This is an optimization exercise on Yosys and OpenROAD, whose aim is small area, a short achievable clock period and few clock cycles per item, not a production implementation. Function was checked by simulation only, so behaviour that the tests miss may differ from the original. No activity file was given, so power comes from the tool's default toggle rates.

## mlp_top
module mlp_top (
    input  wire        clk,
    input  wire        reset_n,
    input  wire        ser_data,
    input  wire        data_ready,
    input  wire [1:0]  mode,
    output wire [18:0] w_addr,
    output wire        w_we,
    output wire [7:0]  w_wdata,
    input  wire [7:0]  w_rdata,
    output wire [9:0]  n_addr,
    output wire        n_we,
    output wire [7:0]  n_wdata,
    input  wire [7:0]  n_rdata,
    output wire [9:0]  b_addr,
    output wire        b_we,
    output wire [7:0]  b_wdata,
    input  wire [7:0]  b_rdata,
    output wire [9:0]  p1_addr,
    output wire        p1_we,
    output wire [7:0]  p1_wdata,
    input  wire [7:0]  p1_rdata,
    output wire [9:0]  p2_addr,
    output wire        p2_we,
    output wire [7:0]  p2_wdata,
    input  wire [7:0]  p2_rdata,
    output wire [3:0]  result_data,
    output wire        result_valid,
    output wire [7:0]  result_score
);
Size: roughly 130 flip-flops, about 8200 um^2 of cells after synthesis.
==> flow/config.mk <==
export PLATFORM = sky130hd
export DESIGN_NAME = mlp_top
export DESIGN_NICKNAME = mlp_top
export VERILOG_FILES = /design/flow/design.v
export SDC_FILE = /design/flow/constraint.sdc
export NUM_CORES = 4
export LEC_CHECK = 0
export CAP_MARGIN = 20
export CORE_MARGIN = 2
export CORE_UTILIZATION = 40
export SETUP_SLACK_MARGIN = 4.4
export SLEW_MARGIN = 20
export TNS_END_PERCENT = 10
==> flow/constraint.sdc <==
create_clock -name core_clock -period 7.0 [get_ports {clk}]
set_input_delay 1.4000 -clock core_clock [delete_from_list [all_inputs] [get_ports {clk}]]
set_output_delay 1.4000 -clock core_clock [all_outputs]
set_load 0.01 [all_outputs]
standard.sh (not shown) runs the stock make flow with config.mk's settings and CLKGATE_MAP_FILE= SYNTH_SCRIPT=/design/flow/synth_recipe.tcl, a recipe that flattens the netlist after the stock synthesis.
==> flow/flow/run.sh <==
#!/bin/bash
# The standard layout (standard.sh) with two changes:
# - buffer_ports puts buf_1 on every input and output port, in place of the
#   cell it would pick by itself; timing repair still resizes it where
#   timing needs;
# - clock tree synthesis builds the tree from a clkbuf_16 root and clkbuf_8
#   buffers, without dummy loads.
# The make run's full output goes to standard.log; ORFS keeps each step's
# own log under orfs/logs/.
set -euo pipefail
export BUFFER_PORTS_ARGS="-buffer_cell sky130_fd_sc_hd__buf_1"
export CTS_ARGS="-sink_clustering_enable -repair_clock_nets -dont_use_dummy_load -root_buf sky130_fd_sc_hd__clkbuf_16 -buf_list sky130_fd_sc_hd__clkbuf_8"
bash standard.sh > standard.log 2>&1
The first run finished with timing, DRC and antenna clean.
Testbench counts at the start, summed over its fixed seeds: cycles 2,307,584, images 8.
Rerun with:
--- a/flow/config.mk
+++ b/flow/config.mk
@@ -10,4 +10,3 @@
 export CORE_UTILIZATION = 40
-export SETUP_SLACK_MARGIN = 4.4
+export SETUP_SLACK_MARGIN = 4.2
 export SLEW_MARGIN = 20
-export TNS_END_PERCENT = 10
=> Non-clock buffer count does not change; setup slack is worse by 0.050 ns; sequential power stays flat.
Rerun with:
--- a/flow/config.mk
+++ b/flow/config.mk
@@ -10,3 +10,3 @@
 export CORE_UTILIZATION = 40
-export SETUP_SLACK_MARGIN = 4.2
+export SETUP_SLACK_MARGIN = 4.3
 export SLEW_MARGIN = 20
Final cell count barely changes.
Power falls by 0.43%.
Worst setup slack is better by 0.055 ns.
Synthesized cell count stays the same.
Sequential cell count does not change.
Sequential share of layout area barely changes.
Core utilization hardly moves.
Cell area barely changes.
Global-route usage falls by 0.20 points.

========
Setup of v43:
mlp_top again, from the RTL that the note above started with.
==> flow/config.mk <==
export PLATFORM = sky130hd
export DESIGN_NAME = mlp_top
export DESIGN_NICKNAME = mlp_top
export VERILOG_FILES = /design/flow/design.v
export SDC_FILE = /design/flow/constraint.sdc
export NUM_CORES = 4
export LEC_CHECK = 0
export CAP_MARGIN = 20
export CORE_MARGIN = 2
export CORE_UTILIZATION = 40
export SETUP_SLACK_MARGIN = 4.3
export SLEW_MARGIN = 20
export TNS_END_PERCENT = 10
==> flow/constraint.sdc <==
create_clock -name core_clock -period 7.0 [get_ports {clk}]
set_input_delay 1.4000 -clock core_clock [delete_from_list [all_inputs] [get_ports {clk}]]
set_output_delay 1.4000 -clock core_clock [all_outputs]
set_load 0.01 [all_outputs]
Scripts as last shown in full above: flow/flow/run.sh
Testbench counts of v43, summed over its fixed seeds: cycles 2,307,584, images 8.
The inputs of v6 differ from those of v43 as listed below.
Settings: putting PLACE_DENSITY at 0.75 where nothing was set; clearing TNS_END_PERCENT, which used to be 10.
### Flow results
- The met1 track demand over resource in global routing in v6 was lower than what v43 gave.
- Status: number of nets in the layout parity (v43, v6)
- Clock share of power ends up lower on v6.
- As far as number of search-and-repair iterations in the first detailed-routing pass goes, v43 and v6 are indistinguishable; the numbers are identical.
- Total wire length after detailed routing on v6 is up relative to v43.
- v6 vs. v43: number of design-rule violations left by the first detailed-router iteration increased by 61 relative to the old numbers; setup slack now smaller; number of standard cells in the layout, taps in and fillers out barely changed.
diff inputs: v6 => v8
Settings: removing PLACE_DENSITY (formerly 0.75); setting GPL_TIMING_DRIVEN to 1 for the first time.
==> notes.md <==
| final instance area | v8 vs v6 | 0.35% lower |
Re first-pass detailed-route iteration total: no difference whatsoever between v6 and v8.
Final routed wirelength across all metal layers for v8: 0.90% down relative to v6
v8 — clock power share 0.3 points higher, v6 as reference
| slack of the critical path | v8 vs v6 | better |
v6 reports its critical path startpoint as mlp.wq[6] while v8 reports mlp.xq[2].
Register-to-register slack improves in v8 relative to v6.
Sequential share of layout area: v6 vs v8 — no meaningful difference
[compare] base=v6 new=v8: power lost 1.4%, number of global-route vias before repair lost about 2%.

========
Another version of the RTL of mlp_top (not shown whole).
Size in the first run: roughly 160 I/O pins.
export LEC_CHECK = 0
export CAP_MARGIN = 20
export CORE_MARGIN = 2
export CORE_UTILIZATION = 40
export SETUP_SLACK_MARGIN = 4.4
export SLEW_MARGIN = 20
create_clock -name core_clock -period 7.0 [get_ports {clk}]
Scripts as last shown in full above: flow/flow/run.sh
The baseline ran to the end with no violations.
Testbench counts at the start, summed over its fixed seeds: cycles 2,307,584, images 8.
Change:
SETUP_SLACK_MARGIN = 4.55   (was 4.4)
The new run finished clean.
Power is higher by 3.8%.
Design area came out higher by about 4%.
Setup slack is about the same.
Area after synthesis is unchanged.
Routed wire length rose by 5.4%.
Fmax stays flat.
Combinational power goes up by about 7%.
Clock-buffer cell count does not change.
Change:
CORE_UTILIZATION = 50   (was 40)
SETUP_SLACK_MARGIN = 4.4   (was 4.55)
Result: Design area fell by 4.7%. Cell count fell by 6.5%. Worst hold slack is about the same.
Change:
==> flow/flow/run.sh (replaced) <==
#!/bin/bash
# The standard layout (standard.sh), with buf_1 as the buffer that
# buffer_ports puts on every input and output port, in place of the cell it
# would pick by itself; timing repair still resizes it where timing needs.
# The make run's full output goes to standard.log; ORFS keeps each step's
# own log under orfs/logs/.
set -euo pipefail
export BUFFER_PORTS_ARGS="-buffer_cell sky130_fd_sc_hd__buf_1"
bash standard.sh > standard.log 2>&1
CORE_UTILIZATION = 40   (was 50)
=>
- global-route usage came out lower by 3.8 points
- hold slack gets better by 0.0037 ns
- cell count came out higher by 5.5%

========
## exp/juniper
Another version of the RTL of mlp_top (not shown whole).
For scale: roughly 130 flip-flops, roughly 160 I/O pins, roughly 0.0083 mm² of cells after synthesis.
## mlp_top
module mlp_top (
    input  wire        clk,
    input  wire        reset_n,
    input  wire        ser_data,
    input  wire        data_ready,
    input  wire [1:0]  mode,
    output wire [18:0] w_addr,
    output wire        w_we,
    output wire [7:0]  w_wdata,
    input  wire [7:0]  w_rdata,
    output wire [9:0]  n_addr,
    output wire        n_we,
    output wire [7:0]  n_wdata,
    input  wire [7:0]  n_rdata,
    output wire [9:0]  b_addr,
    output wire        b_we,
    output wire [7:0]  b_wdata,
    input  wire [7:0]  b_rdata,
    output wire [9:0]  p1_addr,
    output wire        p1_we,
    output wire [7:0]  p1_wdata,
    input  wire [7:0]  p1_rdata,
    output wire [9:0]  p2_addr,
    output wire        p2_we,
    output wire [7:0]  p2_wdata,
    input  wire [7:0]  p2_rdata,
    output wire [3:0]  result_data,
    output wire        result_valid,
    output wire [7:0]  result_score
);
    wire [7:0] sr;
    wire       sr_valid;
    wire       sr_ld;
    wire [7:0] sr_ld_data;
    deserializer u_des (
        .clk(clk),
        .reset_n(reset_n),
        .ser_in(ser_data),
        .data_ready(data_ready),
        .ld(sr_ld),
        .ld_data(sr_ld_data),
        .data_out(sr),
        .valid(sr_valid)
    );
    controller mlp (
        .clk(clk),
        .reset_n(reset_n),
        .mode(mode),
        .sr(sr),
        .sr_valid(sr_valid),
        .sr_ld(sr_ld),
        .sr_ld_data(sr_ld_data),
        .w_addr(w_addr), .w_we(w_we), .w_wdata(w_wdata), .w_rdata(w_rdata),
        .n_addr(n_addr), .n_we(n_we), .n_wdata(n_wdata), .n_rdata(n_rdata),
        .b_addr(b_addr), .b_we(b_we), .b_wdata(b_wdata), .b_rdata(b_rdata),
        .p1_addr(p1_addr), .p1_we(p1_we), .p1_wdata(p1_wdata), .p1_rdata(p1_rdata),
        .p2_addr(p2_addr), .p2_we(p2_we), .p2_wdata(p2_wdata), .p2_rdata(p2_rdata),
        .result_data(result_data),
  ...
Settings: LEC_CHECK=0, CAP_MARGIN=20, CORE_MARGIN=2, CORE_UTILIZATION=40, SETUP_SLACK_MARGIN=4.4, SLEW_MARGIN=20; clock period 7.0 ns.
run.sh (not shown) runs the stock make flow with config.mk's settings and CLKGATE_MAP_FILE= SYNTH_SCRIPT=/design/flow/synth_recipe.tcl, a recipe that flattens the netlist after the stock synthesis.
Stock flow here: none of the scripts above is used.
Testbench counts of exp/juniper, summed over its fixed seeds: cycles 2,303,904, images 8.
#### Input delta (exp/zinc over exp/juniper)
# exp/juniper
export LEC_CHECK = 0
export CAP_MARGIN = 20
export CORE_MARGIN = 2
export CORE_UTILIZATION = 40
export SETUP_SLACK_MARGIN = 4.4
export SLEW_MARGIN = 20
create_clock -name core_clock -period 7.0 [get_ports {clk}]
# exp/zinc
export LEC_CHECK = 0
export ABC_CLOCK_PERIOD_IN_PS = 2600
export CAP_MARGIN = 20
export CORE_MARGIN = 2
export CORE_UTILIZATION = 40
export SETUP_SLACK_MARGIN = 4.4
export SLEW_MARGIN = 20
create_clock -name core_clock -period 7.0 [get_ports {clk}]
--- outcome ---
Timing, DRC, antenna: 0 failures across exp/juniper and exp/zinc
exp/zinc -> exp/juniper: via count delta 0, exact match
Diff exp/juniper..exp/zinc | cell area after technology mapping | negligible
Worst setup slack after layout came out exactly the same in exp/juniper and exp/zinc.
Re average wire length per cell after detail routing: no difference whatsoever between exp/juniper and exp/zinc.

========
== run 1 ==
Another version of the RTL of mlp_top (not shown whole).
For scale: ~120 flip-flops, roughly 160 I/O pins, roughly 8200 um^2 of cells after synthesis.
clock: 7.0 ns
lec_check: 0
cap_margin: 20
core_margin: 2
core_utilization: 40
setup_slack_margin: 4.4
slew_margin: 20
Run 1 completed end to end with timing, DRC and antenna clean.
Testbench counts of run 1, summed over its fixed seeds: cycles 2,307,584, images 8.
[inputs] run 2 vs run 1
==> flow/flow/run.sh (new file) <==
#!/bin/bash
# The standard layout (standard.sh), with buf_1 as the buffer that
# buffer_ports puts on every input and output port, in place of the cell it
# would pick by itself; timing repair still resizes it where timing needs.
# The make run's full output goes to standard.log; ORFS keeps each step's
# own log under orfs/logs/.
set -euo pipefail
export BUFFER_PORTS_ARGS="-buffer_cell sky130_fd_sc_hd__buf_1"
bash standard.sh > standard.log 2>&1
==> flow/standard.sh (new file) <==
#!/bin/bash
# synth_recipe.tcl (not shown) runs the flow's synth.tcl, then flattens the netlist and writes it again
# the make line also repeats each setting of config.mk as NAME=value (left out here)
make -C /OpenROAD-flow-scripts/flow DESIGN_CONFIG=/design/flow/config.mk WORK_HOME=/design/flow/orfs CLKGATE_MAP_FILE= SYNTH_SCRIPT=/design/flow/synth_recipe.tcl "${@:-finish}"
removed: flow/run.sh
Findings:
The run showing the smaller critical path depth is run 2. The higher global-route usage of run 1 and run 2 is in run 1. When run 2 is set beside run 1, its total via count after detailed routing turns out to be 367 smaller. There was hardly any difference in final hold slack between run 1 and run 2. Comparing run 1 and run 2, the lower clock network power share was measured on run 1. Summary of run 2 over run 1: sequential share of power has increased, synthesis-to-layout area growth shrank by 12 points, portion of total power attributed to combinational logic lower, number of clock buffers in the layout shows no meaningful change. Looking at setup slack, run 2 sits 0.034 ns higher than run 1 does.

========
Another version of the RTL of mlp_top (not shown whole).
For scale: ~870 cells after synthesis, ~160 I/O pins, ~8200 um2 of cells after synthesis.
// mlp_top
module mlp_top (
    input  wire        clk,
    input  wire        reset_n,
    input  wire        ser_data,
    input  wire        data_ready,
    input  wire [1:0]  mode,
    output wire [18:0] w_addr,
    output wire        w_we,
    output wire [7:0]  w_wdata,
    input  wire [7:0]  w_rdata,
    output wire [9:0]  n_addr,
    output wire        n_we,
    output wire [7:0]  n_wdata,
    input  wire [7:0]  n_rdata,
    output wire [9:0]  b_addr,
    output wire        b_we,
    output wire [7:0]  b_wdata,
    input  wire [7:0]  b_rdata,
    output wire [9:0]  p1_addr,
    output wire        p1_we,
    output wire [7:0]  p1_wdata,
    input  wire [7:0]  p1_rdata,
    output wire [9:0]  p2_addr,
    output wire        p2_we,
    output wire [7:0]  p2_wdata,
    input  wire [7:0]  p2_rdata,
    output wire [3:0]  result_data,
    output wire        result_valid,
    output wire [7:0]  result_score
);
export LEC_CHECK = 0
export CAP_MARGIN = 20
export CORE_MARGIN = 2
export CORE_UTILIZATION = 40
export SETUP_SLACK_MARGIN = 4.4
export SLEW_MARGIN = 20
create_clock -name core_clock -period 7.0 [get_ports {clk}]
standard.sh (not shown) runs the stock make flow with config.mk's settings and CLKGATE_MAP_FILE= SYNTH_SCRIPT=/design/flow/synth_recipe.tcl, a recipe that flattens the netlist after the stock synthesis.
==> flow/flow/run.sh <==
#!/bin/bash
# The standard layout (standard.sh) with two changes:
# - buffer_ports puts buf_1 on every input and output port, in place of the
#   cell it would pick by itself; timing repair still resizes it where
#   timing needs;
# - clock tree synthesis builds the tree from a clkbuf_16 root and clkbuf_8
#   buffers, without dummy loads.
# The make run's full output goes to standard.log; ORFS keeps each step's
# own log under orfs/logs/.
set -euo pipefail
export BUFFER_PORTS_ARGS="-buffer_cell sky130_fd_sc_hd__buf_1"
export CTS_ARGS="-sink_clustering_enable -repair_clock_nets -dont_use_dummy_load -root_buf sky130_fd_sc_hd__clkbuf_16 -buf_list sky130_fd_sc_hd__clkbuf_8"
bash standard.sh > standard.log 2>&1
The first run finished with timing, DRC and antenna clean.
Testbench counts at the start, summed over its fixed seeds: cycles 2,307,584, images 8.
==> next run, changes <==
Settings changed: SETUP_SLACK_MARGIN 4.4 to 4.3.
Clock-buffer cell count does not change.
Sequential power barely changes.
Die area is unchanged.
Critical path depth is unchanged.
Final cell count fell by 0.41%.
Core utilization shrinks by 0.25 points.
Cell area decreases by 0.55%.
Via count came out higher by 1.2%.
Sequential share of layout area hardly moves.
Routed wire length falls by 3.3%.

[afterwards: timing with drivers on the ports]
How much do the figures lean on ideal ports? The routed layouts below were timed once more, with nothing changed but the port constraints.
Step 1, drivers: a clkbuf_16 drives clk and a buf_2 each remaining input, both assumed.
Step 2, shift: input delay + t, output delay - t, t = (earliest + latest rising clock arrival at the registers) / 2. This alone moves slack from input paths to output paths.
Slacks: no drivers / after step 1 / after step 2; pairs: no drivers / after step 1.
run	t (ns)	slack for setup (ns)	worst hold slack (ns)	worst setup path after step 2	worst slew at a driven data input, ns
the first run of note 1	0.407	4.293 / 4.293 / 4.293	0.314 / 0.314 / 0.314	register to register	0.04
the second run of note 1	0.403	4.243 / 4.243 / 4.243	0.325 / 0.325 / 0.325	register to register	0.04
the third run of note 1	0.399	4.298 / 4.298 / 4.298	0.329 / 0.329 / 0.329	register to register	0.04
v43	0.399	4.271 / 4.271 / 4.271	0.329 / 0.329 / 0.329	register to register	0.04
v6	0.402	4.265 / 4.265 / 4.265	0.325 / 0.325 / 0.325	register to register	0.06
v8	0.399	4.298 / 4.298 / 4.298	0.329 / 0.329 / 0.329	register to register	0.04
the first run of note 3	0.409	4.321 / 4.321 / 4.321	0.328 / 0.328 / 0.328	register to register	0.04
the second run of note 3	0.402	4.320 / 4.320 / 4.320	0.324 / 0.324 / 0.324	register to register	0.04
the third run of note 3	0.389	4.322 / 4.322 / 4.322	0.323 / 0.323 / 0.323	register to register	0.05
the fourth run of note 3	0.464	4.337 / 4.337 / 4.337	0.326 / 0.326 / 0.326	register to register	0.04
exp/juniper	0.467	4.236 / 4.189 / 4.251	0.323 / 0.323 / 0.323	register to register	0.04
exp/zinc	0.467	4.236 / 4.189 / 4.251	0.323 / 0.323 / 0.323	register to register	0.04
run 1	0.457	4.283 / 4.283 / 4.283	0.325 / 0.325 / 0.325	register to register	0.07
run 2	0.462	4.317 / 4.317 / 4.317	0.326 / 0.326 / 0.326	register to register	0.04
the first run of note 6	0.402	4.276 / 4.276 / 4.276	0.350 / 0.350 / 0.350	register to register	0.04
the second run of note 6	0.400	4.270 / 4.270 / 4.270	0.358 / 0.358 / 0.358	register to register	0.04
After both steps setup and hold are still met in every run listed.
